Context: an optimization exercise on an open-source flow, tuned for small area. The choices shown serve that exercise and are no tape-out recipe. In this exercise RTL edits were held to simulation tests only and were not proved equivalent to the original. In runs 2 to 8 the design's own scripts or RTL, not TritonCTS, make the clock network. No driver is modelled on the clock port, so clock power and skew are understated where the tree is cut down; a real chip needs a root buffer or a tree. Power figures rest on the tool's default switching activity, not on a simulated workload.

## flow/flow/run.sh

```bash
#!/bin/bash
# The standard layout (standard.sh) with three changes to how the
# layout is made:
#  - synthesis maps logic with an area-oriented ABC script (flow/abc.script)
#    in place of ORFS's abc_speed.script; the rest of the synthesis script
#    is ORFS's own, so registers and names are those of standard synthesis;
#  - each port is buffered by the smallest buffer cell;
#  - the clock tree uses sky130_fd_sc_hd__clkbuf_8 cells and no dummy loads.
set -euo pipefail
here=$(pwd)
rm -rf "$here/orfs_scripts"
cp -r "$FLOW_HOME/scripts" "$here/orfs_scripts"
cp "$here/flow/abc.script" "$here/orfs_scripts/abc_speed.script"
SCRIPTS_DIR="$here/orfs_scripts" bash standard.sh synth > synth.log 2>&1
export BUFFER_PORTS_ARGS="-buffer_cell sky130_fd_sc_hd__buf_1"
export CTS_ARGS="-sink_clustering_enable -repair_clock_nets -dont_use_dummy_load -buf_list sky130_fd_sc_hd__clkbuf_8"
bash standard.sh > flow.log 2>&1
```

## flow/constraint.sdc

```tcl
create_clock -name core_clock -period 20.0 [get_ports {clk}]
set_input_delay 4.0000 -clock core_clock [delete_from_list [all_inputs] [get_ports {clk}]]
set_output_delay 4.0000 -clock core_clock [all_outputs]
set_load 0.01 [all_outputs]
```

## flow/standard.sh

```bash
#!/bin/bash
# synth_recipe.tcl (not shown) runs the flow's synth.tcl, then flattens the netlist and writes it again
# the make line also repeats each setting of config.mk as NAME=value (left out here)
make -C /OpenROAD-flow-scripts/flow DESIGN_CONFIG=/design/flow/config.mk WORK_HOME=/design/flow/orfs CLKGATE_MAP_FILE= SYNTH_SCRIPT=/design/flow/synth_recipe.tcl "${@:-finish}"
```

## flow/design.v

```verilog
module audiothrough(
    clk,
    rst,
    adc_cs,
    adc_clk,
    adc_din,
    adc_dout,
    dac_cs,
    dac_clk,
    dac_sdi,
    data_out,
    x0,
    x0_neg,
    x1,
    x1_neg,
    x2,
    x2_neg,
    y1,
    y1_neg,
    y2,
    y2_neg
);
output adc_cs, adc_clk, adc_din, dac_cs, dac_clk, dac_sdi;
input clk, rst, adc_dout, x0_neg, x1_neg, x2_neg, y1_neg, y2_neg;
input [16:0] x0, x1, x2, y1, y2;
output [9:0] data_out;
reg [4:0] c;
reg [4:0] row;
reg act;         
always @ (posedge clk)
    if (rst) begin
        c <= 0;
        row <= 0;
        act <= 0;
    end else begin
        c <= c + 1;
        if (c == 31) begin
            row <= (row == 21) ? 5'd0 : row + 1;
            if (row == 21)
                act <= 1;
        end
    end
wire busy = act && row <= 16;
assign adc_clk = c[4];
assign dac_clk = c[4];
assign adc_cs = !busy;
assign dac_cs = !busy;
assign adc_din = act && row == 0;
reg [9:0] dout_r;
assign data_out = dout_r;
reg dbit;
always @ (*)
    case (row)
        5'd4: dbit = dout_r[9];
        5'd5: dbit = dout_r[8];
        5'd6: dbit = dout_r[7];
        5'd7: dbit = dout_r[6];
        5'd8: dbit = dout_r[5];
        5'd9: dbit = dout_r[4];
        5'd10: dbit = dout_r[3];
        5'd11: dbit = dout_r[2];
        5'd12: dbit = dout_r[1];
        5'd13: dbit = dout_r[0];
        5'd2, 5'd3: dbit = 1'b1;
        default: dbit = 1'b0;
    endcase
assign dac_sdi = act && dbit;
reg [16:0] coef;
reg neg, vsel, bsel_a, bsel_b, wr_a, wr_b, swp, op;
always @ (*) begin
    coef = x0; neg = x0_neg; vsel = 0; bsel_a = 0; bsel_b = 0;
    wr_a = 0; wr_b = 0; swp = 0; op = 1;
    case (row)
        5'd17: begin coef = x0; neg = x0_neg; bsel_a = 1; wr_a = 1; end
        5'd18: begin coef = x1; neg = x1_neg; bsel_b = 1; wr_b = 1; end
        5'd19: begin coef = x0; neg = x0_neg; bsel_b = 1; wr_b = 1; end
        5'd20: begin coef = y1; neg = y1_neg; vsel = 1; bsel_b = 1; wr_b = 1; end
        5'd21: begin coef = y2; neg = y2_neg; vsel = 1; wr_a = 1; end
        5'd0:  begin coef = x2; neg = x2_neg; bsel_a = 1; wr_a = 1; end
        5'd1:  begin coef = x0; neg = !x0_neg; bsel_b = 1; wr_a = 1; swp = 1; end
        default: op = 0;
    endcase
end
reg [3:0] q;
reg pa, pw;
wire start = q == 10 && ((op && c <= 9) || (row == 17 && c == 31));
always @ (posedge clk)
    if (rst) begin
        q <= 7;
        pa <= 0;
        pw <= 0;
    end else begin
        q <= (q == 10) ? 4'd0 : q + 1;
        pa <= start || (pa && q != 9);
        pw <= (pa && q == 9) || (pw && q != 8);
    end
wire clr = pa && q == 0;
reg [10:0] rx, ra, rb;
reg [16:0] acc;
reg cy;
wire vbit = pa && (vsel ? ra[10] : rx[0]);
wire [16:0] acc_in = {acc[16:5], clr ? 5'd0 : acc[4:0]};
wire [16:0] addend = vbit ? coef : 17'd0;
wire [17:0] s;
wire [17:0] ca;
assign ca[0] = 1'b0;
genvar gi;
generate
    for (gi = 0; gi < 17; gi = gi + 1) begin : fa
        assign s[gi] = acc_in[gi] ^ addend[gi] ^ ca[gi];
        assign ca[gi+1] = (acc_in[gi] & addend[gi]) | (acc_in[gi] & ca[gi]) | (addend[gi] & ca[gi]);
    end
endgenerate
assign s[17] = ca[17];
wire p = s[0] ^ neg;
wire base = (bsel_a && ra[0]) || (bsel_b && rb[0]);
wire sum = base ^ p ^ cy;
wire cap = c == 31 && row >= 7 && row <= 16;
always @ (posedge clk) begin
    acc <= s[17:1];
    cy <= pw ? (base & p | base & cy | p & cy) : neg;
    rx <= {act && (cap ? adc_dout : rx[0]), rx[10:1]};
    ra <= {act && (pw && wr_a ? sum : ra[0]), ra[10:1]};
    rb <= {act && (pw && wr_b ? sum : (pw && swp ? ra[0] : rb[0])), rb[10:1]};
end
always @ (posedge clk)
    if (rst)
        dout_r <= 0;
    else if (row == 21 && c == 15)
        dout_r <= {rb[7:0], rb[10], rb[9]};
endmodule
```

## flow/config.mk

```make
export PLATFORM = sky130hd
export DESIGN_NAME = audiothrough
export DESIGN_NICKNAME = audiothrough
export VERILOG_FILES = /design/flow/design.v
export SDC_FILE = /design/flow/constraint.sdc
export NUM_CORES = 4
export LEC_CHECK = 0
export CAP_MARGIN = 20
export CORE_MARGIN = 2
export CORE_UTILIZATION = 40
export SLEW_MARGIN = 20
```

## flow/flow/abc.script

```
&get -n
&st
&deepsyn -T 30
&dch
&nf -R 1000
&put
topo
```

==> results.json, run 1 <==
{
  "status": "timing/DRC/antenna clean",
  "final_nets": 549,
  "fin_cells": 530,
  "tightest_slew_ns": 0.776,
  "cts_resized": 0,
  "skew_ns": 0.0191,
  "holdPathStages": 0,
  "cts-hold-fix-buffers": 0,
  "fin_crit_ns": 10.77,
  "critical-path-slowest-cell": "fa_1",
  "clock_sinks": 78,
  "leakage_uw": 0.00151,
  "reg2reg_slack_ns": 11.24,
  "min_period_over_period": 0.538,
  "whs_ns": 0.306,
  "row_count": 32,
  "area_growth_pct": 21.2,
  "dr.pass1.iters": 5,
  "worstSetupStartpointType": "input port",
  "met1_length_um": 3260,
  "path_common_cell": "fa_1",
  "gp_congestion": 0.771,
  "postLayoutSetupSlackWorst_ns": 9.23,
  "syn-num-nets": 429,
  "tns_ns": 0,
  "cp.arrival_ns": 11.06,
  "htree_levels": 3,
  "crit_start": "y1[0]",
  "grt_max_degree": 18,
  "routed.top_layer": "met4",
  "rr_worst_depth": 25,
  "syn_avg_cell_area_um2": 10.3,
  "ant_nets": 0,
  "num_vias": 2761,
  "final_common_cell": "buf_1",
  "drv_slew": 0,
  "antenna_found_initial": 0,
  "rsz0062_at_grt": "no",
  "yosys_warnings": 1,
  "peakVddDrop_mv": 0.0343,
  "crit_type": "in2reg",
  "drv_cap": 0,
  "gr-usage-all-layers": 0.172,
  "grt_pass1_wl_um": 11700,
  "cpPeakStageDelay_ns": 0.40,
  "hpwl_um": 5500,
  "path_cells": "buf_1 > a222oi_1 > nand3_1 > ha_1 > fa_1 > fa_1 > fa_1 > fa_1 > fa_1 > fa_1 > fa_1 > fa_1 > fa_1 > fa_1 > fa_1 > fa_1 > fa_1 > fa_1 > fa_1 > clkinv_1 > fa_1 > clkinv_1",
  "grt_overflow": 0,
  "drive_gt1_frac": 0.0350,
  "ctsLongestPathBuffers": 2,
  "num_antenna_cells": 0,
  "setup_viol": 0,
  "path_max_fanout": 1,
  "syn_area_um2": 3200,
  "synthDistinctLibCells": 41,
  "ys_ff_latch": 78,
  "synth.yosys.seq_area_share": 0.487,
  "boundaryPins": 109,
  "dp_cells": 521,
  "power.density_nw_per_um2": 66.7,
  "met3_length_um": 345,
  "cts_tree": "built",
  "ys.flop_type": "dfxtp_1",
  "regToRegEndpoint": "acc[15]$_DFF_P_",
  "hold_class": "reg2reg",
  "drcViolationCount": 0,
  "numCtsBuffers": 9,
  "port_buffers": 108,
  "grt_pass1_vias": 2501,
  "r2r_start": "row[1]$_SDFFE_PP0P_",
  "crit_path_end_kind": "flop",
  "relSlewSlack": 0.483,
  "final-hold-violation-count": 0,
  "clkLatencyLatePin_ns": 0.34,
  "cts_setup_buffers": 0,
  "hold_path.startpoint": "rx[3]$_DFF_P_",
  "synth_edf_count": 0,
  "die_x_um": 93.5,
  "dp_slack_ns": 8.85,
  "post_drt_wl_per_cell_um": 13.8,
  "die_area_um2": 8740,
  "clk_pin_slew_ns": 0.08,
  "final_cell_mix": "buf_1 (108), dfxtp_1 (78), nand2_1 (50), nand3_1 (20), a222oi_1 (18)",
  "coreArea_um2": 7730,
  "fp.dieH_um": 93.5,
  "start_util": 0.415,
  "synthArstFlopShare": 0,
  "required_ns": 20.30,
  "drt_iter0_markers": 180,
  "wl_met2_um": 3570,
  "clock.fmax_mhz": 92.9,
  "synthCells": 310,
  "ctsRootBufferMaster": "clkbuf_8",
  "vias_per_cell": 5.21,
  "hold-path-endpoint": "rx[2]$_DFF_P_",
  "drt_wl_total_um": 7300
}
-- worst max-delay path by stage --
stage                           end  cells past startpoint
floorplan           acc[15]$_DFF_P_                     21
global placement    acc[15]$_DFF_P_                     22
detailed placement  acc[15]$_DFF_P_                     22
CTS                 acc[15]$_DFF_P_                     22
global route        acc[15]$_DFF_P_                     22
finish              acc[15]$_DFF_P_                     22
-- Yosys cell counts (3+ instances only) --
cell type	n	area (µm²)
dfxtp_1	78	1560
nand2_1	50	188
nand3_1	20	100
a222oi_1	18	180
fa_1	17	340
nor2_1	17	63.8
clkinv_1	14	52.6
a21oi_1	12	60.1
a22o_1	11	96.3
ha_1	9	113
o21ai_0	8	40.0
and2_0	5	31.3
a31oi_1	4	25.0
nand2b_1	4	25.0
a21o_1	3	22.5
and3_1	3	18.8
nand4_1	3	18.8
nor3_1	3	15.0
xnor2_1	3	26.3
-- area by class of cell --
cell class / count / area (µm²)
timing repair buffer: 111 / 428
fill: 759 / 3840
clock buffer: 9 / 124
sequential: 78 / 1560
tap: 102 / 128
multi-input combinational: 216 / 1590
inverter: 14 / 52.6
-- routing by layer --
metal / vias to the layer above / global-route usage
met3: 9 / 0.0532
li1: 1367 / -
met4: 0 / 0.0564
met1: 1309 / 0.225
met2: 76 / 0.270
met5: - / 0
-- report_power, final --
part	internal, µW	total (µW)	switching (µW)
logic	6.81	12.5	5.68
clock network	40.2	87.0	46.8
registers	157	160	2.44
-- flip-flops by register name (all words and copies together) (netlist names), 4 cells and up --
register  flops
ra           11
q             4
rx           11
c             5
row           5
dout_r       10
acc          17
rb           11
-- through the flow --
step,instance area [µm²],utilization,power [µW]
6_report,3880,0.502,259
5_1_grt,3880,0.502,272
4_1_cts,3880,0.502,263
3_5_place_dp,3760,0.486,176
3_3_place_gp,3750,0.485,175
2_1_floorplan,3200,-,167
-- cell families (layout without fill, tap and decap cells) --
group / after synthesis / in the layout / share of synthesized area
buf+inv: 16 / 134 / 0.0211
compound gates: 70 / 70 / 0.169
fa+ha+maj: 26 / 26 / 0.141
xor+xnor: 5 / 5 / 0.0137
mux: 1 / 1 / 0.00312
simple gates: 114 / 114 / 0.164
flops: 78 / 78 / 0.487
-- critical path, delay by kind of cell --
family,cells,cell delay (ns)
buffers and inverters,3,0.19
AND/OR/NAND/NOR,1,0.13
adder cells (fa/ha/maj),17,6.41
AO/OA/AOI/OAI,1,0.33
==> inputs of run 2 (changes only) <==
--- a/flow/design.v
+++ b/flow/design.v
@@ -29,16 +29,12 @@
 reg act;         
 always @ (posedge clk)
     if (rst) begin
-        c <= 0;
-        row <= 0;
+        {row, c} <= 0;
         act <= 0;
     end else begin
-        c <= c + 1;
-        if (c == 31) begin
-            row <= (row == 21) ? 5'd0 : row + 1;
-            if (row == 21)
-                act <= 1;
-        end
+        {row, c} <= ({row, c} == 10'd703) ? 10'd0 : {row, c} + 10'd1;
+        if ({row, c} == 10'd703)
+            act <= 1;
     end
 wire busy = act && row <= 16;
 assign adc_clk = c[4];
==> flow/flow/run.sh (replaced) <==
#!/bin/bash
# The standard layout (standard.sh), run on a copy of ORFS's scripts
# with these changes to how the layout is made:
#  - synthesis maps logic with an area-oriented ABC script (flow/abc.script)
#    in place of abc_speed.script; the rest of the synthesis script is
#    ORFS's own, so registers and names are those of standard synthesis;
#  - each port is buffered by the smallest buffer cell (buf_1);
#  - the clock tree is built by flow/manual_cts.tcl in place of
#    clock_tree_synthesis: the clock port drives three clkbuf_16 cells,
#    each driving the clock pins of one group of nearby registers.  The
#    rest of ORFS's CTS step (placement legalisation, timing repair) runs
#    as usual.
# Each step's full output is in orfs/logs/; make's own output is in
# flow.log.
set -euo pipefail
here=$(pwd)
rm -rf "$here/orfs_scripts"
cp -r "$FLOW_HOME/scripts" "$here/orfs_scripts"
cp "$here/flow/abc.script" "$here/orfs_scripts/abc_speed.script"
python3 - "$here/orfs_scripts/cts.tcl" "$here/flow/manual_cts.tcl" <<'PY'
import sys
path, manual = sys.argv[1], sys.argv[2]
s = open(path).read()
old = "log_cmd clock_tree_synthesis {*}$cts_args"
assert s.count(old) == 1
s = s.replace(old, "source " + manual + "\nmanual_cts 3 sky130_fd_sc_hd__clkbuf_16")
open(path, "w").write(s)
PY
export SCRIPTS_DIR="$here/orfs_scripts"
export BUFFER_PORTS_ARGS="-buffer_cell sky130_fd_sc_hd__buf_1"
bash standard.sh > flow.log 2>&1
==> flow/flow/manual_cts.tcl (new file) <==
# Clock buffering by hand: the clock port drives NBUF buffers, each of
# which drives the clock pins of one group of registers, grouped by place.
proc manual_cts {nbuf master_name} {
  set block [ord::get_db_block]
  set db [ord::get_db]
  set master [$db findMaster $master_name]
  set clk [$block findNet clk]
  set sinks {}
  foreach it [$clk getITerms] {
    if {[$it isInputSignal] || [[$it getMTerm] getSigType] == "CLOCK" || [$it getIoType] == "INPUT"} {
      set box [[$it getInst] getBBox]
      lappend sinks [list $it [expr {([$box xMin] + [$box xMax]) / 2}] [expr {([$box yMin] + [$box yMax]) / 2}]]
    }
  }
  # Recursive bisection along the longer side into nbuf groups.
  set groups [list $sinks]
  while {[llength $groups] < $nbuf} {
    # split the largest group
    set bi 0; set bn 0
    for {set i 0} {$i < [llength $groups]} {incr i} {
      if {[llength [lindex $groups $i]] > $bn} { set bn [llength [lindex $groups $i]]; set bi $i }
    }
    set grp [lindex $groups $bi]
    set xs [lsort -integer [lmap s $grp {lindex $s 1}]]
    set ys [lsort -integer [lmap s $grp {lindex $s 2}]]
    set key [expr {([lindex $xs end] - [lindex $xs 0]) >= ([lindex $ys end] - [lindex $ys 0]) ? 1 : 2}]
    set grp [lsort -integer -index $key $grp]
    set h [expr {[llength $grp] / 2}]
    set groups [lreplace $groups $bi $bi [lrange $grp 0 [expr {$h - 1}]] [lrange $grp $h end]]
  }
  # Refine with a few rounds of k-means on the group centres.
  for {set it 0} {$it < 10} {incr it} {
    set cen {}
    foreach grp $groups {
      set sx 0; set sy 0
      foreach s $grp { incr sx [lindex $s 1]; incr sy [lindex $s 2] }
      lappend cen [list [expr {$sx / max(1,[llength $grp])}] [expr {$sy / max(1,[llength $grp])}]]
    }
    set newg {}
    foreach c $cen { lappend newg {} }
    foreach s $sinks {
      set bi 0; set bd -1
      for {set i 0} {$i < [llength $cen]} {incr i} {
        set c [lindex $cen $i]
        set d [expr {abs([lindex $s 1] - [lindex $c 0]) + abs([lindex $s 2] - [lindex $c 1])}]
        if {$bd < 0 || $d < $bd} { set bd $d; set bi $i }
      }
      lset newg $bi [concat [lindex $newg $bi] [list $s]]
    }
    set groups $newg
  }
  for {set g 0} {$g < $nbuf} {incr g} {
    set grp [lindex $groups $g]
    set sx 0; set sy 0
    foreach s $grp { incr sx [lindex $s 1]; incr sy [lindex $s 2] }
    set cx [expr {$sx / [llength $grp]}]
    set cy [expr {$sy / [llength $grp]}]
    set inst [odb::dbInst_create $block $master "clkbuf_manual_$g"]
    $inst setLocation $cx $cy
    $inst setPlacementStatus PLACED
    set net [odb::dbNet_create $block "clknet_manual_$g"]
    $net setSigType CLOCK
    foreach s $grp {
      set it [lindex $s 0]
      $it disconnect
      $it connect $net
    }
    [$inst findITerm A] connect $clk
    [$inst findITerm X] connect $net
  }
}
==> run 2 against run 1 <==
  * Final cell count shrank 2.8%
  * Still clean on timing, DRC and antenna
  * Critical path depth is the same
  * Fmax shrank 0.88%
  * Utilization shrank 1.0 points
  * Via count shrank 0.98%
  * Area after synthesis shrank 1.2%
==> results.json, run 2 <==
{
  "status": "timing/DRC/antenna clean",
  "final-hold-violation-count": 0,
  "drcViolationCount": 0,
  "synthArstFlopShare": 0,
  "power.density_nw_per_um2": 62.3,
  "peakVddDrop_mv": 0.0392,
  "final_nets": 530,
  "leakage_uw": 0.00146,
  "grt_max_degree": 34,
  "tns_ns": 0,
  "largest_reg_flops": 17,
  "vias_per_cell": 5.31,
  "yosys-top-cells-count": "dfxtp_1 (78), nand2_1 (34), a22oi_1 (23)",
  "grt_pass1_vias": 2321,
  "crit_type": "in2reg",
  "syn-num-nets": 417,
  "clk_pin_slew_ns": 0.11,
  "ys_ff_latch": 78,
  "hold_class": "reg2reg",
  "ys.flop_type": "dfxtp_1",
  "synth_top_area_cell": "dfxtp_1",
  "grt_overflow": 0,
  "drv_slew": 0,
  "ant_nets": 0,
  "gp_congestion": 0.856,
  "cp.arrival_ns": 10.99,
  "worstSetupStartpointType": "input port",
  "hpwl_um": 5650,
  "path_common_cell": "fa_1",
  "total_power_uw": 236,
  "grt_pass1_wl_um": 11400,
  "cpPeakStageDelay_ns": 0.40,
  "setup_viol": 0,
  "synth_top_area_frac": 0.493,
  "gr-usage-all-layers": 0.159,
  "fillCellCount": 752,
  "fin_crit_ns": 10.86,
  "coreArea_um2": 7690,
  "drt_iter0_markers": 188,
  "port_buffers": 108,
  "crit_family": "adder cells",
  "synthCells": 302,
  "final_common_cell": "buf_1",
  "synth_edf_count": 0,
  "clock.fmax_mhz": 92.1,
  "boundaryPins": 109,
  "row_count": 32,
  "die_x_um": 93.0,
  "clkLatencyLatePin_ns": 0.17,
  "crit_path_end_kind": "flop",
  "required_ns": 20.13,
  "yosys_warnings": 1,
  "drive_gt1_frac": 0.0169,
  "cp.buffers_inverters": 3,
  "tightest_slew_ns": 0.852,
  "area_growth_pct": 19.5,
  "drt_wl_total_um": 7210,
  "min_period_over_period": 0.543,
  "start_util": 0.412,
  "utilization": 0.492,
  "largest-register": "acc",
  "synth.yosys.seq_area_share": 0.493,
  "drv_cap": 0,
  "path_max_fanout": 1,
  "cts_resized": 0,
  "yosysMostFrequentCell": "dfxtp_1",
  "relSlewSlack": 0.427,
  "num_antenna_cells": 0,
  "dr.pass1.iters": 6,
  "synth_area_leaders": "dfxtp_1 (49%), fa_1 (11%), a22oi_1 (5.5%)",
  "rsz0062_at_grt": "no",
  "post_drt_wl_per_cell_um": 14.0,
  "die_area_um2": 8640,
  "num_vias": 2734,
  "critical-path-slowest-cell": "fa_1",
  "fp.dieH_um": 93.0,
  "syn_area_um2": 3170,
  "path_cells": "buf_1 > a222oi_1 > nand2_1 > ha_1 > fa_1 > fa_1 > fa_1 > fa_1 > fa_1 > fa_1 > fa_1 > fa_1 > fa_1 > fa_1 > fa_1 > fa_1 > fa_1 > fa_1 > fa_1 > clkinv_1 > fa_1 > clkinv_1",
  "final_cell_mix": "buf_1 (108), dfxtp_1 (78), nand2_1 (34), a22oi_1 (23), fa_1 (17)",
  "skew_ns": 0.0265,
  "synthDistinctLibCells": 37,
  "cts_setup_buffers": 0,
  "syn_avg_cell_area_um2": 10.5,
  "cts-hold-fix-buffers": 0,
  "antenna_found_initial": 0
}
[run 2: cell types whose count changed after synthesis, sizes merged, moves of 5 or more]
cell	before	now
a222oi	18	10
a22oi	1	23
a31oi	4	9
nand2	50	34
nand3	20	9
nor3	3	9
[run 2: kinds of logic after synthesis]
| kind of cell | share of synthesized area |
|---|---|
| DFF | 0.493 |
| and+or+nand+nor | 0.139 |
| AOI/OAI and AO/OA | 0.207 |
| buffers and inverters | 0.0201 |
| adders and majority gates | 0.127 |
| xor gates and xnor gates | 0.0138 |
[run 2: path summary, 6_finish.rpt]
check,from,end,slack [ns],cells after the start
max reg2reg,row[1]$_SDFF_PP0_,acc[15]$_DFF_P_,10.57,28
max,y2[0],acc[15]$_DFF_P_,9.14,22
min reg2reg,rb[8]$_DFF_P_,rb[7]$_DFF_P_,0.34,0
min,rb[8]$_DFF_P_,rb[7]$_DFF_P_,0.34,0
[run 2: area by class of cell]
type	count	area, µm²	area share
Timing Repair Buffer	110	420	0.111
Buffer	3	75.1	0.0198
Multi-Input combinational cell	209	1550	0.410
Tap cell	102	128	0.0337
Inverter	13	48.8	0.0129
Sequential cell	78	1560	0.413
[run 2: report_power, final]
part | total [µW] | internal [µW] | switching, µW
combinational | 13.2 | 7.38 | 5.80
sequential | 160 | 157 | 2.57
clock | 62.9 | 27.5 | 35.3
[run 2: metrics by stage]
step / cell area (µm²) / setup slack (ns) / cells / hold slack, ns
2_1_floorplan: 3170 / 9.22 / 302 / 0.310
3_3_place_gp: 3710 / 9.04 / 512 / 0.310
3_5_place_dp: 3710 / 8.88 / 512 / 0.312
4_1_cts: 3780 / 8.90 / 515 / 0.312
5_1_grt: 3780 / 8.90 / 515 / 0.346
6_report: 3780 / 9.14 / 515 / 0.336
[run 2: metal layers]
| layer | GRT usage | vias to the layer above | share of wire |
|---|---|---|---|
| met4 | 0.0159 | 0 | 0.0090 |
| li1 | - | 1348 | - |
| met2 | 0.257 | 77 | 0.49 |
| met1 | 0.242 | 1304 | 0.45 |
| met3 | 0.0121 | 5 | 0.047 |
| met5 | 0 | - | 0 |
[run 2: worst reg2reg max path: cells and delay by family (launching register included)]
kind            cells  cell delay (ns)
flops               1             0.66
buf+inv             4             0.55
simple gates        3             0.46
compound gates      4             1.33
fa+ha+maj          17             6.39
==> inputs of run 3 (changes only) <==
--- a/flow/design.v
+++ b/flow/design.v
@@ -81,15 +81,14 @@
 reg pa, pw;
 wire start = q == 10 && ((op && c <= 9) || (row == 17 && c == 31));
 always @ (posedge clk)
-    if (rst) begin
+    if (rst)
         q <= 7;
-        pa <= 0;
-        pw <= 0;
-    end else begin
+    else
         q <= (q == 10) ? 4'd0 : q + 1;
-        pa <= start || (pa && q != 9);
-        pw <= (pa && q == 9) || (pw && q != 8);
-    end
+always @ (posedge clk) begin
+    pa <= start || (pa && q != 9);
+    pw <= (pa && q == 9) || (pw && q != 8);
+end
 wire clr = pa && q == 0;
 reg [10:0] rx, ra, rb;
 reg [16:0] acc;
==> flow/flow/run.sh (replaced) <==
#!/bin/bash
# The standard layout (standard.sh), run on a copy of ORFS's scripts
# with these changes to how the layout is made:
#  - synthesis maps logic with an area-oriented ABC script (flow/abc.script)
#    in place of abc_speed.script, and buffers pass-through wires with
#    buf_1 in place of buf_4; the rest of the synthesis script is ORFS's
#    own, so registers and names are those of standard synthesis;
#  - each port is buffered by the smallest buffer cell (buf_1);
#  - the clock tree is built by flow/manual_cts.tcl in place of
#    clock_tree_synthesis: the clock port drives three clkbuf_16 cells,
#    each driving the clock pins of one group of nearby registers.  The
#    rest of ORFS's CTS step (placement legalisation, timing repair) runs
#    as usual.
# Each step's full output is in orfs/logs/; make's own output is in
# flow.log.
set -euo pipefail
here=$(pwd)
rm -rf "$here/orfs_scripts"
cp -r "$FLOW_HOME/scripts" "$here/orfs_scripts"
cp "$here/flow/abc.script" "$here/orfs_scripts/abc_speed.script"
python3 - "$here/orfs_scripts" "$here/flow/manual_cts.tcl" <<'PY'
import sys
scripts, manual = sys.argv[1], sys.argv[2]
def edit(name, old, new):
    path = scripts + "/" + name
    s = open(path).read()
    assert s.count(old) == 1, (name, old)
    open(path, "w").write(s.replace(old, new))
edit("cts.tcl", "log_cmd clock_tree_synthesis {*}$cts_args",
     "source " + manual + "\nmanual_cts 3 sky130_fd_sc_hd__clkbuf_16")
edit("synth.tcl", "insbuf -buf {*}$::env(MIN_BUF_CELL_AND_PORTS)",
     "insbuf -buf sky130_fd_sc_hd__buf_1 A X")
PY
export SCRIPTS_DIR="$here/orfs_scripts"
export BUFFER_PORTS_ARGS="-buffer_cell sky130_fd_sc_hd__buf_1"
bash standard.sh > flow.log 2>&1
==> flow/flow/abc.script (replaced) <==
&get -n
&st
&deepsyn -T 30
&dch
&nf -R 1000
&put
mfs2
strash
&get -n
&dch
&nf -R 1000
&put
topo
--- a/flow/config.mk
+++ b/flow/config.mk
@@ -5,7 +5,7 @@
 export SDC_FILE = /design/flow/constraint.sdc
 export NUM_CORES = 4
 export LEC_CHECK = 0
-export CAP_MARGIN = 20
+export CAP_MARGIN = 0
 export CORE_MARGIN = 2
 export CORE_UTILIZATION = 40
-export SLEW_MARGIN = 20
+export SLEW_MARGIN = 0
==> run 3 against run 2 <==
  * Sequential power up 3%
  * Combinational power up about 30%
  * Still clean
  * Critical path type unchanged
  * Clock skew down 0.011 ns
  * Sequential cell count unchanged
==> results.json, run 3 <==
{
  "drt_wl_total_um": 7090,
  "critical-path-slowest-cell": "fa_1",
  "cp.arrival_ns": 11.01,
  "tns_ns": 0,
  "peakVddDrop_mv": 0.0385,
  "final_nets": 524,
  "final_common_cell": "buf_1",
  "clock.fmax_mhz": 91.6,
  "num_antenna_cells": 0,
  "crit_type": "in2reg",
  "grt_pass1_wl_um": 11700,
  "min_period_over_period": 0.546,
  "met3_usage": 0.0122,
  "hpwl_um": 5330,
  "num_vias": 2693,
  "synthCells": 293,
  "start_util": 0.410,
  "final_cell_mix": "buf_1 (108), dfxtp_1 (78), nand2_1 (29), nor2_1 (27), fa_1 (17)",
  "tightest_slew_ns": 1.16,
  "syn_avg_cell_area_um2": 10.7,
  "drt_iter0_markers": 227,
  "power.density_nw_per_um2": 65.1,
  "cts_resized": 0,
  "rsz0062_at_grt": "no",
  "skew_ns": 0.0152,
  "grt_overflow": 0,
  "fin_cells": 509,
  "yosys_warnings": 1,
  "reg2reg_slack_ns": 11.03,
  "leakage_uw": 0.00150,
  "vias_per_cell": 5.29,
  "port_buffers": 108,
  "boundaryPins": 109,
  "hold_path.startpoint": "ra[5]$_DFF_P_",
  "largest_reg_flops": 17,
  "largest-register": "acc",
  "antenna_found_initial": 0,
  "cts-hold-fix-buffers": 0,
  "row_count": 32,
  "hold_class": "reg2reg",
  "grt_pass1_vias": 2419,
  "cp.buffers_inverters": 3,
  "drv_cap": 0,
  "clkLatencyLatePin_ns": 0.16,
  "coreArea_um2": 7650,
  "synth_edf_count": 0,
  "yosys-top-cells-count": "dfxtp_1 (78), nand2_1 (29), nor2_1 (27)",
  "die_area_um2": 8550,
  "grt-busiest-layer": "met2",
  "path_cells": "buf_1 > a222oi_1 > nand2_1 > ha_1 > fa_1 > fa_1 > fa_1 > fa_1 > fa_1 > fa_1 > fa_1 > fa_1 > fa_1 > fa_1 > fa_1 > fa_1 > fa_1 > fa_1 > fa_1 > clkinv_1 > fa_1 > clkinv_1",
  "fp.dieH_um": 92.5,
  "holdPathStages": 0,
  "crit_family": "adder cells",
  "synth_top_area_cell": "dfxtp_1",
  "rr_worst_depth": 30,
  "cts_setup_buffers": 0,
  "ant_nets": 0,
  "area_growth_pct": 20.9,
  "setup_viol": 0,
  "gp_congestion": 0.820,
  "cpPeakStageDelay_ns": 0.41,
  "crit_path_end_kind": "flop",
  "synthArstFlopShare": 0,
  "relSlewSlack": 0.224,
  "regToRegEndpoint": "acc[15]$_DFF_P_",
  "synthDistinctLibCells": 37,
  "gr-usage-met1": 0.241,
  "syn-num-nets": 408,
  "synth.yosys.seq_area_share": 0.499,
  "fin_crit_ns": 10.91,
  "post_drt_wl_per_cell_um": 13.9,
  "synth_area_leaders": "dfxtp_1 (50%), fa_1 (11%), a222oi_1 (5.1%)",
  "die_x_um": 92.5,
  "ys_ff_latch": 78,
  "required_ns": 20.10,
  "path_common_cell": "fa_1",
  "gr-usage-all-layers": 0.163,
  "status": "timing/DRC/antenna clean",
  "final-hold-violation-count": 0,
  "hold-path-endpoint": "ra[4]$_DFF_P_",
  "ys.flop_type": "dfxtp_1",
  "clk_pin_slew_ns": 0.10,
  "yosysMostFrequentCell": "dfxtp_1",
  "dr.pass1.iters": 7,
  "syn_area_um2": 3130,
  "dp_cells": 506,
  "worstSetupStartpointType": "input port",
  "r2r_start": "row[1]$_SDFF_PP0_",
  "use_met2": 0.269,
  "grt_max_degree": 29,
  "path_max_fanout": 1,
  "synth_top_area_frac": 0.499,
  "drcViolationCount": 0,
  "drv_slew": 0,
  "drive_gt1_frac": 0.0270
}
==> run 3: changes by cell type after synthesis, moves of 3 or more <==
cell and delta:
and3_1 -3, and2_0 -3, nand2_1 -5, a222oi_1 +6, a31oi_1 -4, a22oi_1 -7
nand3_1 -6, nor2_1 +10
==> run 3: area by class of cell <==
cell class                 instances  area (µm²)
multi-input combinational        201        1530
timing repair buffer             113         443
fill                             747        3860
buffer                             3        75.1
inverter                          12        45.0
sequential                        78        1560
tap                              102         128
==> run 3: worst max path at each step <==
| stage | startpoint | end | slack (ns) | cells past startpoint |
|---|---|---|---|---|
| global route | x2[0] | acc[15]$_DFF_P_ | 8.80 | 22 |
| detailed placement | x2[0] | acc[15]$_DFF_P_ | 8.90 | 22 |
| floorplan | x2[0] | acc[15]$_DFF_P_ | 9.23 | 21 |
| global placement | x2[0] | acc[15]$_DFF_P_ | 9.01 | 22 |
| finish | x2[0] | acc[15]$_DFF_P_ | 9.09 | 22 |
| CTS | x2[0] | acc[15]$_DFF_P_ | 8.87 | 22 |
==> run 3: worst reg2reg max path: cells and delay by family (launching register included) <==
| family | cells | cell delay [ns] |
|---|---|---|
| buffers and inverters | 4 | 0.61 |
| DFF | 1 | 0.53 |
| AOI/OAI and AO/OA | 3 | 0.68 |
| and+or+nand+nor | 6 | 0.69 |
| adders and majority gates | 17 | 6.40 |
==> run 3: cell families (layout without fill, tap and decap cells) <==
| family | Yosys count | after routing | synth area share |
|---|---|---|---|
| and+or+nand+nor | 90 | 90 | 0.133 |
| AOI/OAI and AO/OA | 78 | 78 | 0.190 |
| DFF | 78 | 78 | 0.499 |
| adders and majority gates | 22 | 22 | 0.129 |
| buffers and inverters | 14 | 128 | 0.0168 |
| xor gates and xnor gates | 7 | 7 | 0.0196 |
| muxes | 4 | 4 | 0.0136 |
==> run 3: routing by layer <==
layer | share of wire | wire length (µm)
met1 | 0.45 | 3210
met4 | 0.013 | 89
met5 | 0 | 0
met3 | 0.059 | 419
met2 | 0.48 | 3380
==> run 3: report_power, final <==
part	switching (µW)	internal [µW]
Sequential	5.39	160
Clock	36.7	27.6
Combinational	7.50	9.60
==> run 3: metrics by stage <==
stage	hold slack [ns]	cell area [µm²]	setup WS, ns	utilization	total power (µW)
final	0.335	3790	9.09	0.495	246
after global routing	0.344	3790	8.80	0.495	258
after CTS	0.312	3790	8.87	0.495	237
after detailed placement	0.312	3710	8.90	0.485	186
after global placement	0.312	3710	9.01	0.485	185
after floorplan	0.310	3130	9.23	-	176
==> inputs of run 4 (changes only) <==
--- a/flow/config.mk
+++ b/flow/config.mk
@@ -5,7 +5,8 @@
 export SDC_FILE = /design/flow/constraint.sdc
 export NUM_CORES = 4
 export LEC_CHECK = 0
-export CAP_MARGIN = 0
+export CAP_MARGIN = 20
 export CORE_MARGIN = 2
 export CORE_UTILIZATION = 40
-export SLEW_MARGIN = 0
+export PLACE_DENSITY = 0.9
+export SLEW_MARGIN = 20
==> run 4 against run 3 <==
  * Final cell count grew 0.39%
  * Clock power is essentially flat
  * Register-to-register slack improved by 0.03 ns
  * Worst hold slack worse by 0.0026 ns
  * Die area up 0.38%
  * Largest cell class unchanged
  * Largest power group unchanged
==> results.json, run 4 <==
{
  "crit_type": "in2reg",
  "grt_overflow": 0,
  "num_antenna_cells": 0,
  "clk_pin_slew_ns": 0.11,
  "yosys_warnings": 1,
  "boundaryPins": 109,
  "hold-path-endpoint": "ra[2]$_DFF_P_",
  "post_drt_wl_per_cell_um": 15.1,
  "syn_area_um2": 3140,
  "start_util": 0.409,
  "grt_max_degree": 34,
  "syn_avg_cell_area_um2": 10.5,
  "clkLatencyLatePin_ns": 0.17,
  "synth_top_area_cell": "dfxtp_1",
  "synth_area_leaders": "dfxtp_1 (50%), fa_1 (11%), a222oi_1 (4.8%)",
  "die_area_um2": 8590,
  "synth_edf_count": 0,
  "required_ns": 20.13,
  "clock.fmax_mhz": 92.0,
  "drcViolationCount": 0,
  "worstSetupStartpointType": "input port",
  "holdPathStages": 0,
  "drv_slew": 0,
  "cts_setup_buffers": 0,
  "gr-usage-all-layers": 0.173,
  "p_sw_frac": 0.207,
  "largest-register": "acc",
  "final_common_cell": "buf_1",
  "vias_per_cell": 5.51,
  "hold_class": "reg2reg",
  "rsz0062_at_grt": "no",
  "final-hold-violation-count": 0,
  "setup_viol": 0,
  "regToRegEndpoint": "acc[15]$_DFF_P_",
  "r2r_start": "row[2]$_SDFF_PP0_",
  "fillCellCount": 713,
  "synth_top_area_frac": 0.497,
  "path_max_fanout": 1,
  "num_vias": 2815,
  "hold_path.startpoint": "ra[3]$_DFF_P_",
  "p_int_uw": 196,
  "dr.pass1.iters": 5,
  "ys_ff_latch": 78,
  "die_x_um": 92.7,
  "seq_power_share": 0.671,
  "synthDistinctLibCells": 34,
  "area_growth_pct": 19.7,
  "drt_iter0_markers": 212,
  "grt_pass1_wl_um": 12300,
  "synthArstFlopShare": 0,
  "yosys-top-cells-count": "dfxtp_1 (78), nand2_1 (27), nor2_1 (26)",
  "skew_ns": 0.0311,
  "peakVddDrop_mv": 0.0470,
  "largest_reg_flops": 17,
  "power.density_nw_per_um2": 65.6,
  "reg2reg_slack_ns": 11.06,
  "synth.yosys.seq_area_share": 0.497,
  "syn-num-nets": 414,
  "grt_pass1_vias": 2668,
  "antenna_found_initial": 0,
  "port_buffers": 108,
  "tightest_slew_ns": 0.836,
  "drt_wl_total_um": 7700,
  "fp.dieH_um": 92.7,
  "rr_worst_depth": 26,
  "gp_congestion": 0.862,
  "relSlewSlack": 0.443,
  "power_frac_comb": 0.068,
  "synthCells": 299,
  "cp.arrival_ns": 11.01,
  "leakage_uw": 0.00146,
  "coreArea_um2": 7690,
  "cts-hold-fix-buffers": 0,
  "final_nets": 526,
  "clkPwrFrac": 0.261,
  "hpwl_um": 5890,
  "drive_gt1_frac": 0.0122,
  "utilization": 0.490,
  "status": "timing/DRC/antenna clean",
  "row_count": 32,
  "drv_cap": 0,
  "tns_ns": 0,
  "final_cell_mix": "buf_1 (108), dfxtp_1 (78), nand2_1 (27), nor2_1 (26), a22oi_1 (20)",
  "min_period_over_period": 0.544,
  "yosysMostFrequentCell": "dfxtp_1",
  "ant_nets": 0,
  "ys.flop_type": "dfxtp_1",
  "crit_path_end_kind": "flop",
  "fin_crit_ns": 10.87,
  "cts_resized": 0,
  "p_sw_uw": 51.1
}
[run 4: cell types whose count changed after synthesis, sizes merged, moves of 2 or more]
| cell | before | now |
|---|---|---|
| a22o | 12 | 10 |
| nand2 | 29 | 27 |
| mux2 | 2 | 0 |
| xor2 | 3 | 1 |
| o22ai | 2 | 0 |
| a21oi | 11 | 14 |
| nand2b | 0 | 2 |
| nand3 | 3 | 12 |
| a22oi | 16 | 20 |
| nor3b | 2 | 0 |
| a31oi | 5 | 2 |
| and3 | 4 | 7 |
[run 4: layout make-up]
type / count / area, µm² / area share
plain buffers: 3 / 75.1 / 0.0199
multi-input cells: 208 / 1550 / 0.411
repair buffers: 109 / 413 / 0.110
inverters: 11 / 41.3 / 0.0110
flip-flops and latches: 78 / 1560 / 0.415
well taps: 102 / 128 / 0.0339
[run 4: worst max path at each step]
| stage | startpoint | end | cells past startpoint | slack (ns) |
|---|---|---|---|---|
| final | x2[0] | acc[15]$_DFF_P_ | 22 | 9.13 |
| after global routing | x2[0] | acc[15]$_DFF_P_ | 22 | 8.83 |
| after CTS | x2[0] | acc[15]$_DFF_P_ | 22 | 8.86 |
| after detailed placement | x2[0] | acc[15]$_DFF_P_ | 22 | 8.87 |
| after global placement | x2[0] | acc[15]$_DFF_P_ | 22 | 9.05 |
| after floorplan | x2[0] | acc[15]$_DFF_P_ | 21 | 9.22 |
[run 4: power by group through the flow]
stage	Clock (µW)	Sequential, µW	Combinational [µW]
CTS	50.7	169	16.8
floorplan	0	167	7.89
global placement	0	169	15.5
detailed placement	0	169	16.7
global route	72.1	167	19.3
finish	64.5	166	16.7
[run 4: layer usage]
layer	vias up	global-route usage	wire [µm]	part of all wire
met1	1382	0.238	3260	0.42
met2	89	0.302	3970	0.52
met3	10	0.0130	342	0.044
met5	-	0	0	0
met4	0	0.0319	123	0.016
li1	1334	-	-	-
[run 4: cell families after synthesis]
family | Yosys count | share of synthesized area
AO/OA/AOI/OAI | 82 | 0.198
buffers and inverters | 13 | 0.0155
XOR/XNOR | 4 | 0.0111
flip-flops | 78 | 0.497
AND/OR/NAND/NOR | 99 | 0.147
multiplexers | 1 | 0.00318
adder cells (fa/ha/maj) | 22 | 0.128
[run 4: stage by stage]
stage          power (µW)  cells  hold slack [ns]  instance area [µm²]  setup slack, ns
6_report              247    511            0.332                 3760             9.13
5_1_grt               258    511            0.344                 3760             8.83
4_1_cts               237    511            0.314                 3760             8.86
3_5_place_dp          186    508            0.314                 3680             8.87
3_3_place_gp          184    508            0.312                 3680             9.05
2_1_floorplan         175    299            0.310                 3140             9.22
[run 4: worst max-delay path, cell delays in order]
cell,delay (ns)
buf_1,0.07
a222oi_1,0.31
nand2_1,0.10
ha_1,0.20
fa_1,0.38
fa_1,0.39
fa_1,0.39
fa_1,0.39
fa_1,0.38
fa_1,0.38
fa_1,0.39
fa_1,0.39
fa_1,0.38
fa_1,0.39
fa_1,0.39
fa_1,0.39
fa_1,0.39
fa_1,0.39
fa_1,0.38
clkinv_1,0.06
fa_1,0.41
clkinv_1,0.05
==> inputs of run 5 (changes only) <==
--- a/flow/config.mk
+++ b/flow/config.mk
@@ -8,5 +8,4 @@
 export CAP_MARGIN = 20
 export CORE_MARGIN = 2
 export CORE_UTILIZATION = 40
-export PLACE_DENSITY = 0.9
 export SLEW_MARGIN = 20
==> run 5 against run 4 <==
  * Still clean
  * Via count shrank 4.4%
  * Area after synthesis decreased by 0.40%
  * Worst setup slack worse by 0.047 ns
  * Synthesized cell count decreased by 2.0%
  * Sequential share of layout area shrank 0.31 points
  * Highest routed layer unchanged
  * Sequential power is essentially flat
  * Utilization increased by 0.63 points
  * Largest power group unchanged
  * Critical endpoint unchanged
==> results.json, run 5 <==
{
  "status": "timing/DRC/antenna clean",
  "cp.depth": 22,
  "clock.fmax_mhz": 91.6,
  "hold_class": "reg2reg",
  "cpPeakStageDelay_ns": 0.41,
  "tightest_slew_ns": 0.988,
  "regToRegEndpoint": "acc[15]$_DFF_P_",
  "synth.yosys.seq_area_share": 0.499,
  "worstSetupStartpointType": "input port",
  "synthArstFlopShare": 0,
  "largest-register": "acc",
  "crit_type": "in2reg",
  "largest_reg_flops": 17,
  "synthDistinctLibCells": 37,
  "hpwl_um": 5330,
  "yosys_warnings": 1,
  "yosysMostFrequentCell": "dfxtp_1",
  "final_nets": 524,
  "ys.flop_type": "dfxtp_1",
  "drv_slew": 0,
  "clk_pin_slew_ns": 0.10,
  "clkLatencyLatePin_ns": 0.16,
  "holdPathStages": 0,
  "start_util": 0.410,
  "cts_setup_buffers": 0,
  "synthCells": 293,
  "grt_pass1_wl_um": 11700,
  "path_common_cell": "fa_1",
  "ys_ff_latch": 78,
  "utilization": 0.496,
  "cts-hold-fix-buffers": 0,
  "rr_worst_depth": 30,
  "gr-usage-all-layers": 0.163,
  "synth_area_leaders": "dfxtp_1 (50%), fa_1 (11%), a222oi_1 (5.1%)",
  "cts_resized": 0,
  "synth_top_area_frac": 0.499,
  "min_period_over_period": 0.546,
  "r2r_start": "row[1]$_SDFF_PP0_",
  "hold-path-endpoint": "ra[4]$_DFF_P_",
  "drv_cap": 0,
  "gp_congestion": 0.820,
  "leakage_uw": 0.00150,
  "num_vias": 2692,
  "syn-num-nets": 408,
  "drcViolationCount": 0,
  "coreArea_um2": 7650,
  "die_x_um": 92.5,
  "drt_wl_total_um": 7110,
  "fin_crit_ns": 10.92,
  "grt_overflow": 0,
  "power.density_nw_per_um2": 65.0,
  "grt_max_degree": 29,
  "crit_family": "adder cells",
  "reg2reg_slack_ns": 11.00,
  "final_cell_mix": "buf_1 (108), dfxtp_1 (78), nand2_1 (29), nor2_1 (27), fa_1 (17)",
  "relSlewSlack": 0.338,
  "yosys-top-cells-count": "dfxtp_1 (78), nand2_1 (29), nor2_1 (27)",
  "required_ns": 20.10,
  "peakVddDrop_mv": 0.0386,
  "vias_per_cell": 5.29,
  "path_max_fanout": 1,
  "synth_top_area_cell": "dfxtp_1",
  "port_buffers": 108,
  "die_area_um2": 8550,
  "final-hold-violation-count": 0,
  "post_drt_wl_per_cell_um": 14.0,
  "grt_pass1_vias": 2419,
  "skew_ns": 0.0145,
  "area_growth_pct": 21.1,
  "critical-path-slowest-cell": "fa_1",
  "ant_nets": 0,
  "drive_gt1_frac": 0.0270,
  "hold_path.startpoint": "ra[5]$_DFF_P_",
  "crit_path_end_kind": "flop",
  "row_count": 32,
  "cp.arrival_ns": 11.02,
  "synth_edf_count": 0,
  "rsz0062_at_grt": "no",
  "fillCellCount": 746,
  "cp.buffers_inverters": 3,
  "final_common_cell": "buf_1",
  "dr.pass1.iters": 5,
  "tns_ns": 0,
  "fp.dieH_um": 92.5,
  "setup_viol": 0,
  "drt_iter0_markers": 223,
  "antenna_found_initial": 0,
  "syn_avg_cell_area_um2": 10.7,
  "path_cells": "buf_1 > a222oi_1 > nand2_1 > ha_1 > fa_1 > fa_1 > fa_1 > fa_1 > fa_1 > fa_1 > fa_1 > fa_1 > fa_1 > fa_1 > fa_1 > fa_1 > fa_1 > fa_1 > fa_1 > clkinv_1 > fa_1 > clkinv_1",
  "syn_area_um2": 3130,
  "boundaryPins": 109,
  "num_antenna_cells": 0
}
[run 5: cell count changes after synthesis, moves of 3 or more]
cell     change
a21oi_1      -3
nand3_1      -9
a31oi_1      +3
and3_1       -3
a22oi_1      -4
[run 5: kinds of logic (layout without fill, tap and decap cells)]
kind of cell | after synthesis | after routing | synth area share
and+or+nand+nor | 90 | 90 | 0.133
AOI/OAI and AO/OA | 78 | 78 | 0.190
DFF | 78 | 78 | 0.499
adders and majority gates | 22 | 22 | 0.129
buffers and inverters | 14 | 128 | 0.0168
xor gates and xnor gates | 7 | 7 | 0.0196
muxes | 4 | 4 | 0.0136
[run 5: per-layer routing]
layer	track usage	part of all wire
met4	0.0224	0.013
met2	0.269	0.48
met3	0.0122	0.055
met1	0.241	0.46
met5	0	0
[run 5: how the worst max path moves through the flow]
| stage | start | to |
|---|---|---|
| floorplan | x2[0] | acc[15]$_DFF_P_ |
| global placement | x2[0] | acc[15]$_DFF_P_ |
| detailed placement | x2[0] | acc[15]$_DFF_P_ |
| CTS | x2[0] | acc[15]$_DFF_P_ |
| global route | x2[0] | acc[15]$_DFF_P_ |
| finish | x2[0] | acc[15]$_DFF_P_ |
[run 5: cell type report]
| class | count | area, µm² | area share |
|---|---|---|---|
| repair buffers | 113 | 443 | 0.117 |
| flip-flops and latches | 78 | 1560 | 0.412 |
| multi-input cells | 201 | 1540 | 0.406 |
| well taps | 102 | 128 | 0.0337 |
| inverters | 12 | 45.0 | 0.0119 |
| plain buffers | 3 | 75.1 | 0.0198 |
[run 5: stage by stage]
step	total power (µW)	setup slack (ns)	instance area, µm²	hold slack, ns	cells
after floorplan	176	9.23	3130	0.310	293
after global placement	185	9.01	3710	0.312	506
after detailed placement	186	8.90	3710	0.312	506
after CTS	237	8.87	3790	0.312	509
after global routing	258	8.80	3790	0.344	509
final	246	9.08	3790	0.335	509
[run 5: report_power, final]
group	switching, µW	internal, µW	total, µW
Sequential	5.36	160	165
Combinational	7.50	9.60	17.1
Clock	36.8	27.6	64.3
Total	49.6	197	246
==> inputs of run 6 (changes only) <==
--- a/flow/design.v
+++ b/flow/design.v
@@ -81,14 +81,15 @@
 reg pa, pw;
 wire start = q == 10 && ((op && c <= 9) || (row == 17 && c == 31));
 always @ (posedge clk)
-    if (rst)
+    if (rst) begin
         q <= 7;
-    else
+        pa <= 0;
+        pw <= 0;
+    end else begin
         q <= (q == 10) ? 4'd0 : q + 1;
-always @ (posedge clk) begin
-    pa <= start || (pa && q != 9);
-    pw <= (pa && q == 9) || (pw && q != 8);
-end
+        pa <= start || (pa && q != 9);
+        pw <= (pa && q == 9) || (pw && q != 8);
+    end
 wire clr = pa && q == 0;
 reg [10:0] rx, ra, rb;
 reg [16:0] acc;
==> flow/flow/abc.script (replaced) <==
&get -n
&st
&deepsyn -J 500 -T 900
&dch
&nf -R 1000
&put
mfs2
strash
&get -n
&dch
&nf -R 1000
&put
topo
stime -c
buffer -c
upsize -c
dnsize -c
==> run 6 against run 5 <==
  * Still clean on timing, DRC and antenna
  * Fmax shrank 0.44%
  * Final cell count is 0.98% higher
  * First-iteration DRC count down 13%
  * Clock skew fell by 0.0047 ns
  * Clock power is essentially flat
  * Sequential power shrank 3%
  * Critical path depth unchanged
  * Utilization decreased by 0.58 points
  * Worst hold slack worse by 0.00082 ns
  * Largest cell class is now multi-input gates
==> results.json, run 6 <==
{
  "fin_area_um2": 3830,
  "cts-hold-fix-buffers": 0,
  "relSlewSlack": 0.228,
  "drv_slew": 0,
  "hold_class": "reg2reg",
  "syn-num-nets": 427,
  "holdPathStages": 0,
  "drt_iter0_markers": 195,
  "grt_max_degree": 30,
  "path_cells": "buf_1 > a222oi_1 > nand2_1 > ha_1 > fa_1 > fa_1 > fa_1 > fa_1 > fa_1 > fa_1 > fa_1 > fa_1 > fa_1 > fa_1 > fa_1 > fa_1 > fa_1 > fa_1 > fa_1 > inv_1 > fa_1 > inv_1",
  "clkLatencyLatePin_ns": 0.16,
  "rsz0062_at_grt": "no",
  "clock.fmax_mhz": 91.2,
  "post_drt_wl_per_cell_um": 15.1,
  "critical-path-slowest-cell": "fa_1",
  "final_common_cell": "buf_1",
  "min_period_over_period": 0.548,
  "ys_ff_latch": 78,
  "largest_reg_flops": 17,
  "gr-usage-all-layers": 0.166,
  "cp.arrival_ns": 11.08,
  "port_buffers": 108,
  "status": "timing/DRC/antenna clean",
  "power.density_nw_per_um2": 62.3,
  "grt_pass1_vias": 2392,
  "ys.flop_type": "dfxtp_1",
  "rr_worst_depth": 29,
  "boundaryPins": 109,
  "cpPeakStageDelay_ns": 0.40,
  "path_common_cell": "fa_1",
  "grt_overflow": 0,
  "syn_avg_cell_area_um2": 10.4,
  "hold_path.startpoint": "ra[1]$_DFF_P_",
  "regToRegEndpoint": "acc[15]$_DFF_P_",
  "fillCellCount": 783,
  "synth_top_area_cell": "dfxtp_1",
  "leakage_uw": 0.00150,
  "cp.buffers_inverters": 3,
  "synthDistinctLibCells": 47,
  "coreArea_um2": 7810,
  "drt_wl_total_um": 7790,
  "hold-path-endpoint": "ra[0]$_DFF_P_",
  "area_growth_pct": 17.9,
  "drive_gt1_frac": 0.0510,
  "placed_area_um2": 3750,
  "ant_nets": 0,
  "path_max_fanout": 1,
  "syn_area_um2": 3240,
  "worstSetupStartpointType": "input port",
  "final_nets": 529,
  "final_cell_mix": "buf_1 (108), dfxtp_1 (78), nand2_1 (32), nor2_1 (27)",
  "synth_area_leaders": "dfxtp_1 (48%), fa_1 (10%), a222oi_1 (5.2%)",
  "hpwl_um": 6110,
  "tns_ns": 0,
  "skew_ns": 0.00980,
  "vias_per_cell": 5.35,
  "peakVddDrop_mv": 0.0427,
  "reg2reg_slack_ns": 11.17,
  "yosysMostFrequentCell": "dfxtp_1",
  "drcViolationCount": 0,
  "crit_path_end_kind": "flop",
  "cts_setup_buffers": 0,
  "antenna_found_initial": 0,
  "yosys-top-cells-count": "dfxtp_1 (78), nand2_1 (32), nor2_1 (27)",
  "row_count": 32,
  "synth_edf_count": 0,
  "grt_pass1_wl_um": 11900,
  "fin_crit_ns": 10.97,
  "cts_resized": 0,
  "synth.yosys.seq_area_share": 0.481,
  "die_x_um": 94.1,
  "die_area_um2": 8850,
  "num_antenna_cells": 0,
  "fp.dieH_um": 94.1,
  "setup_viol": 0,
  "r2r_start": "row[1]$_SDFF_PP0_",
  "synthArstFlopShare": 0,
  "yosys_warnings": 1,
  "clk_pin_slew_ns": 0.09,
  "synthCells": 312,
  "num_vias": 2749,
  "tightest_slew_ns": 1.15,
  "start_util": 0.416,
  "required_ns": 20.11,
  "crit_family": "adder cells",
  "synth_top_area_frac": 0.481,
  "dr.pass1.iters": 8,
  "crit_type": "in2reg",
  "final-hold-violation-count": 0,
  "gp_congestion": 0.835,
  "largest-register": "acc",
  "drv_cap": 0
}
-- run 6: how the worst max path moves through the flow --
stage / startpoint / to / slack [ns] / depth (start not counted)
2_1_floorplan: x2[0] / acc[15]$_DFF_P_ / 9.22 / 21
3_3_place_gp: x2[0] / acc[15]$_DFF_P_ / 8.98 / 22
3_5_place_dp: x2[0] / acc[15]$_DFF_P_ / 8.88 / 22
4_1_cts: x2[0] / acc[15]$_DFF_P_ / 8.86 / 22
5_1_grt: x2[0] / acc[15]$_DFF_P_ / 8.77 / 22
6_report: y1[0] / acc[15]$_DFF_P_ / 9.03 / 22
-- run 6: per-stage QoR --
step	hold WS, ns	total power [µW]	util	std cells	setup WS [ns]
floorplan	0.310	169	-	312	9.22
global placement	0.311	177	0.480	511	8.98
detailed placement	0.312	178	0.480	511	8.88
CTS	0.312	228	0.490	514	8.86
global route	0.339	249	0.490	514	8.77
finish	0.334	239	0.490	514	9.03
-- run 6: report_power, final --
group / total (µW) / internal, µW / switching (µW)
clock network: 64.4 / 27.6 / 36.8
registers: 160 / 157 / 2.67
logic: 14.2 / 7.30 / 6.88
-- run 6: logic make-up after synthesis --
group                    count (synthesis)  synth area share
AND/OR/NAND/NOR                         97             0.142
AO/OA/AOI/OAI                           82             0.202
flip-flops                              78             0.481
buffers and inverters                   28            0.0366
adder cells (fa/ha/maj)                 22             0.124
XOR/XNOR                                 5            0.0135
-- run 6: metal layers --
| metal | track usage | vias to the layer above | share of wire |
|---|---|---|---|
| met3 | 0.00883 | 5 | 0.046 |
| met2 | 0.260 | 73 | 0.49 |
| met1 | 0.260 | 1329 | 0.46 |
| li1 | - | 1342 | - |
| met5 | 0 | - | 0 |
| met4 | 0.0169 | 0 | 0.0081 |
-- run 6: layout make-up --
cell class / instances / area (µm²) / share of cell area
Multi-Input combinational cell: 206 / 1580 / 0.413
Sequential cell: 78 / 1560 / 0.408
Timing Repair Buffer: 111 / 428 / 0.112
Tap cell: 102 / 128 / 0.0334
Buffer: 3 / 75.1 / 0.0196
Inverter: 14 / 53.8 / 0.0141
==> inputs of run 7 (changes only) <==
==> flow/flow/abc.script (replaced) <==
&get -n
&st
&deepsyn -J 500 -T 900
&dch
&nf -R 1000
&put
mfs2
strash
&get -n
&dch
&nf -R 1000
&put
topo
--- a/flow/config.mk
+++ b/flow/config.mk
@@ -8,4 +8,5 @@
 export CAP_MARGIN = 20
 export CORE_MARGIN = 2
 export CORE_UTILIZATION = 40
+export GPL_TIMING_DRIVEN = 0
 export SLEW_MARGIN = 20
==> run 7 against run 6 <==
  * Sequential share of layout area is 0.26 points higher
  * Register-to-register slack got worse by 0.44 ns
  * Sequential cell count unchanged
  * Combinational power decreased by 4%
  * Global-route usage is 0.61 points lower
  * Utilization grew 0.46 points
  * Critical path depth did not move
  * Sequential power barely moved
  * Worst setup slack lost 0.012 ns
  * Wire length fell by 8.0%
  * Area after synthesis decreased by 3.2%
==> results.json, run 7 <==
{
  "status": "timing/DRC/antenna clean",
  "yosys-top-cells-count": "dfxtp_1 (78), nand2_1 (32), nor2_1 (27)",
  "drive_gt1_frac": 0.0289,
  "required_ns": 20.09,
  "whs_ns": 0.289,
  "largest_reg_flops": 17,
  "cp.arrival_ns": 11.08,
  "power.density_nw_per_um2": 62.4,
  "ant_nets": 0,
  "syn_avg_cell_area_um2": 10.5,
  "coreArea_um2": 7690,
  "post_drt_wl_per_cell_um": 13.9,
  "setup_viol": 0,
  "clock.fmax_mhz": 91.1,
  "vias_per_cell": 5.27,
  "boundaryPins": 109,
  "antenna_found_initial": 0,
  "yosysMostFrequentCell": "dfxtp_1",
  "cp.buffers_inverters": 3,
  "cts-hold-fix-buffers": 0,
  "drt_wl_total_um": 7170,
  "synth_top_area_frac": 0.497,
  "drv_cap": 0,
  "drcViolationCount": 0,
  "crit_type": "in2reg",
  "clk_pin_slew_ns": 0.12,
  "row_count": 32,
  "worstSetupStartpointType": "input port",
  "synth_top_area_cell": "dfxtp_1",
  "ys_ff_latch": 78,
  "syn-num-nets": 415,
  "drv_slew": 0,
  "port_buffers": 108,
  "utilization": 0.495,
  "synthCells": 300,
  "crit_family": "adder cells",
  "fp.dieH_um": 92.6,
  "path_max_fanout": 1,
  "grt_pass1_wl_um": 11500,
  "hpwl_um": 5710,
  "relSlewSlack": 0.434,
  "ys.flop_type": "dfxtp_1",
  "crit_path_end_kind": "flop",
  "leakage_uw": 0.00146,
  "gp_congestion": 0.810,
  "die_x_um": 92.6,
  "syn_area_um2": 3140,
  "fin_crit_ns": 10.98,
  "dr.pass1.iters": 6,
  "grt_overflow": 0,
  "cts_resized": 0,
  "hold_class": "reg2reg",
  "tightest_slew_ns": 0.849,
  "final_common_cell": "buf_1",
  "gr-usage-all-layers": 0.160,
  "total_power_uw": 237,
  "path_common_cell": "fa_1",
  "cts_setup_buffers": 0,
  "die_area_um2": 8580,
  "num_vias": 2724,
  "critical-path-slowest-cell": "fa_1",
  "skew_ns": 0.0358,
  "final_nets": 532,
  "largest-register": "acc",
  "final-hold-violation-count": 0,
  "synth_area_leaders": "dfxtp_1 (50%), fa_1 (11%), a222oi_1 (5.4%)",
  "yosys_warnings": 1,
  "synth.yosys.seq_area_share": 0.497,
  "grt_max_degree": 37,
  "final_cell_mix": "buf_1 (110), dfxtp_1 (78), nand2_1 (32), nor2_1 (27)",
  "num_antenna_cells": 0,
  "cpPeakStageDelay_ns": 0.40,
  "min_period_over_period": 0.549,
  "tns_ns": 0,
  "synthArstFlopShare": 0,
  "synth_edf_count": 0,
  "clkLatencyLatePin_ns": 0.17,
  "peakVddDrop_mv": 0.0419,
  "start_util": 0.409,
  "synthDistinctLibCells": 35,
  "grt_pass1_vias": 2372,
  "area_growth_pct": 21.0,
  "path_cells": "buf_1 > a222oi_1 > nand2_1 > ha_1 > fa_1 > fa_1 > fa_1 > fa_1 > fa_1 > fa_1 > fa_1 > fa_1 > fa_1 > fa_1 > fa_1 > fa_1 > fa_1 > fa_1 > fa_1 > clkinv_1 > fa_1 > clkinv_1",
  "drt_iter0_markers": 209,
  "rsz0062_at_grt": "no"
}
[run 7: changes by cell type in the layout (fill, tap and decap cells not counted), moves of 2 or more]
cell,delta
inv_1,-10
a31oi_1,+3
inv_2,-3
buf_1,+2
a31oi_2,-2
and2_0,+6
and2_1,-6
clkinv_1,+14
[run 7: cell type report]
| type | instances | area (µm²) |
|---|---|---|
| multi-input cells | 206 | 1550 |
| flip-flops and latches | 78 | 1560 |
| well taps | 102 | 128 |
| plain buffers | 5 | 82.6 |
| inverters | 14 | 52.6 |
| repair buffers | 112 | 433 |
| fillers | 777 | 3880 |
[run 7: through the flow]
step,instances,cell area (µm²),worst slack [ns]
4_1_cts,517,3800,8.80
6_report,517,3800,9.02
5_1_grt,517,3800,8.75
3_3_place_gp,510,3670,8.88
2_1_floorplan,300,3140,9.23
3_5_place_dp,514,3730,8.81
[run 7: worst paths after layout]
check / slack, ns / cells past startpoint / end / start
max reg2reg: 10.73 / 29 / acc[15]$_DFF_P_ / row[1]$_SDFF_PP0_
max: 9.02 / 22 / acc[15]$_DFF_P_ / x2[0]
min: 0.29 / 0 / ra[8]$_DFF_P_ / ra[9]$_DFF_P_
min reg2reg: 0.29 / 0 / ra[8]$_DFF_P_ / ra[9]$_DFF_P_
[run 7: kinds of logic (layout without fill, tap and decap cells)]
group | Yosys count | count (layout) | synth area share
flops | 78 | 78 | 0.497
buf+inv | 16 | 131 | 0.0191
compound gates | 82 | 82 | 0.199
xor+xnor | 5 | 5 | 0.0139
simple gates | 97 | 97 | 0.143
fa+ha+maj | 22 | 22 | 0.128
[run 7: power breakdown]
part | internal [µW] | leakage, µW | switching [µW]
sequential | 157 | 0.000630 | 2.59
clock | 27.5 | 0.0000370 | 36.3
combinational | 7.22 | 0.000789 | 6.52
[run 7: per-layer routing]
metal,share of wire,wire length (µm),global-route usage
met1,0.47,3370,0.247
met2,0.46,3330,0.248
met3,0.047,340,0.0155
met4,0.018,126,0.0233
met5,0,0,0
==> inputs of run 8 (changes only) <==
==> flow/flow/abc.script (replaced) <==
&get -n
&st
&deepsyn -J 500 -T 900
&dch
&nf -R 1000
&put
topo
--- a/flow/config.mk
+++ b/flow/config.mk
@@ -8,5 +8,4 @@
 export CAP_MARGIN = 20
 export CORE_MARGIN = 2
 export CORE_UTILIZATION = 40
-export GPL_TIMING_DRIVEN = 0
 export SLEW_MARGIN = 20
==> run 8 against run 7 <==
  * Utilization decreased by 0.18 points
  * First-iteration DRC count decreased by 11%
  * Sequential share of layout area up 0.15 points
  * Worst setup slack gained 0.16 ns
  * Synthesized cell count is 0.67% higher
  * Largest cell class unchanged
  * Highest routed layer unchanged
==> results.json, run 8 <==
{
  "area_growth_pct": 19.9,
  "crit_path_end_kind": "flop",
  "dp_slack_ns": 8.93,
  "utilization": 0.493,
  "die_x_um": 92.9,
  "synthCells": 302,
  "syn_avg_cell_area_um2": 10.5,
  "cpPeakStageDelay_ns": 0.40,
  "boundaryPins": 109,
  "coreArea_um2": 7690,
  "synthArstFlopShare": 0,
  "drv_cap": 0,
  "postLayoutSetupSlackWorst_ns": 9.18,
  "min_period_over_period": 0.541,
  "rr_worst_depth": 28,
  "cp.arrival_ns": 10.95,
  "required_ns": 20.12,
  "dp_cells": 513,
  "crit_type": "in2reg",
  "relSlewSlack": 0.432,
  "grt_pass1_vias": 2349,
  "post_drt_wl_per_cell_um": 14.4,
  "power.density_nw_per_um2": 62.8,
  "synth_top_area_frac": 0.494,
  "path_common_cell": "fa_1",
  "final_nets": 531,
  "yosys-top-cells-count": "dfxtp_1 (78), nand2_1 (34), a22oi_1 (23)",
  "hpwl_um": 5790,
  "ys_ff_latch": 78,
  "synthDistinctLibCells": 37,
  "yosysMostFrequentCell": "dfxtp_1",
  "gr-usage-all-layers": 0.160,
  "cts_resized": 0,
  "drcViolationCount": 0,
  "synth_top_area_cell": "dfxtp_1",
  "vias_per_cell": 5.38,
  "holdPathStages": 0,
  "clk_pin_slew_ns": 0.11,
  "syn_area_um2": 3160,
  "final-hold-violation-count": 0,
  "tns_ns": 0,
  "status": "timing/DRC/antenna clean",
  "clock.fmax_mhz": 92.4,
  "row_count": 32,
  "ant_nets": 0,
  "syn-num-nets": 417,
  "hold_class": "reg2reg",
  "yosys_warnings": 1,
  "final_cell_mix": "buf_1 (108), dfxtp_1 (78), nand2_1 (34), a22oi_1 (23)",
  "num_vias": 2775,
  "ys.flop_type": "dfxtp_1",
  "num_antenna_cells": 0,
  "port_buffers": 108,
  "whs_ns": 0.334,
  "synth_edf_count": 0,
  "leakage_uw": 0.00146,
  "drv_slew": 0,
  "grt_overflow": 0,
  "tightest_slew_ns": 0.845,
  "largest-register": "acc",
  "drt_wl_total_um": 7420,
  "grt_max_degree": 32,
  "fp.dieH_um": 92.9,
  "largest_reg_flops": 17,
  "fin_cells": 516,
  "drt_iter0_markers": 187,
  "dr.pass1.iters": 5,
  "fin_crit_ns": 10.82,
  "path_cells": "buf_1 > a222oi_1 > nand2_1 > ha_1 > fa_1 > fa_1 > fa_1 > fa_1 > fa_1 > fa_1 > fa_1 > fa_1 > fa_1 > fa_1 > fa_1 > fa_1 > fa_1 > fa_1 > fa_1 > clkinv_1 > fa_1 > clkinv_1",
  "cts_setup_buffers": 0,
  "gp_congestion": 0.823
}
-- run 8: cell types whose count changed in the layout (fill, tap and decap cells not counted), sizes merged, moves of 3 or more --
cell / before / now
nor2: 27 / 17
a222oi: 17 / 10
a22oi: 16 / 23
and3: 2 / 7
a21oi: 8 / 11
buf: 114 / 111
nand3: 6 / 9
-- run 8: layer usage --
| layer | routed length [µm] | global-route usage | part of all wire | up-vias |
|---|---|---|---|---|
| met5 | 0 | 0 | 0 | - |
| li1 | - | - | - | 1350 |
| met1 | 3420 | 0.244 | 0.46 | 1340 |
| met3 | 352 | 0.0114 | 0.047 | 9 |
| met4 | 86 | 0.0159 | 0.012 | 0 |
| met2 | 3560 | 0.259 | 0.48 | 76 |
-- run 8: per-stage QoR --
stage	instance area, µm²	total power, µW
2_1_floorplan	3160	168
3_3_place_gp	3710	176
3_5_place_dp	3710	177
4_1_cts	3790	227
5_1_grt	3790	248
6_report	3790	238
-- run 8: worst paths after layout --
| check | from | end | slack, ns |
|---|---|---|---|
| max reg2reg | row[1]$_SDFF_PP0_ | acc[15]$_DFF_P_ | 10.53 |
| min reg2reg | rx[9]$_DFF_P_ | rx[8]$_DFF_P_ | 0.33 |
| min | rx[9]$_DFF_P_ | rx[8]$_DFF_P_ | 0.33 |
| max | y2[0] | acc[15]$_DFF_P_ | 9.18 |
-- run 8: where the power goes --
| group | internal, µW | switching [µW] | leakage [µW] | total (µW) |
|---|---|---|---|---|
| clock | 27.6 | 37.1 | 0.0000370 | 64.7 |
| sequential | 157 | 2.58 | 0.000630 | 160 |
| combinational | 7.38 | 5.83 | 0.000794 | 13.2 |
-- run 8: kinds of logic after synthesis --
logic type	Yosys count	synth area share
compound gates	89	0.208
xor+xnor	5	0.0139
fa+ha+maj	22	0.128
buf+inv	15	0.0178
flops	78	0.494
simple gates	93	0.139
-- run 8: worst max-delay path, delay by kind of cell --
family,cells,cell delay (ns)
AND/OR/NAND/NOR,1,0.11
buffers and inverters,3,0.19
adder cells (fa/ha/maj),17,6.34
AO/OA/AOI/OAI,1,0.29
-- run 8: layout make-up --
cell class	instances	area, µm²
flip-flops and latches	78	1560
fillers	766	3900
well taps	102	128
inverters	13	48.8
plain buffers	3	75.1
repair buffers	111	428
multi-input cells	209	1550

Re-timed with assumed drivers on the ports (clkbuf_16 on the clock, buf_2 on other inputs), run 8 has 9.219 ns of setup slack against 9.175 ns with ideal ports, and 8.996 ns once port delays also move by the mid clock arrival of 0.223 ns.
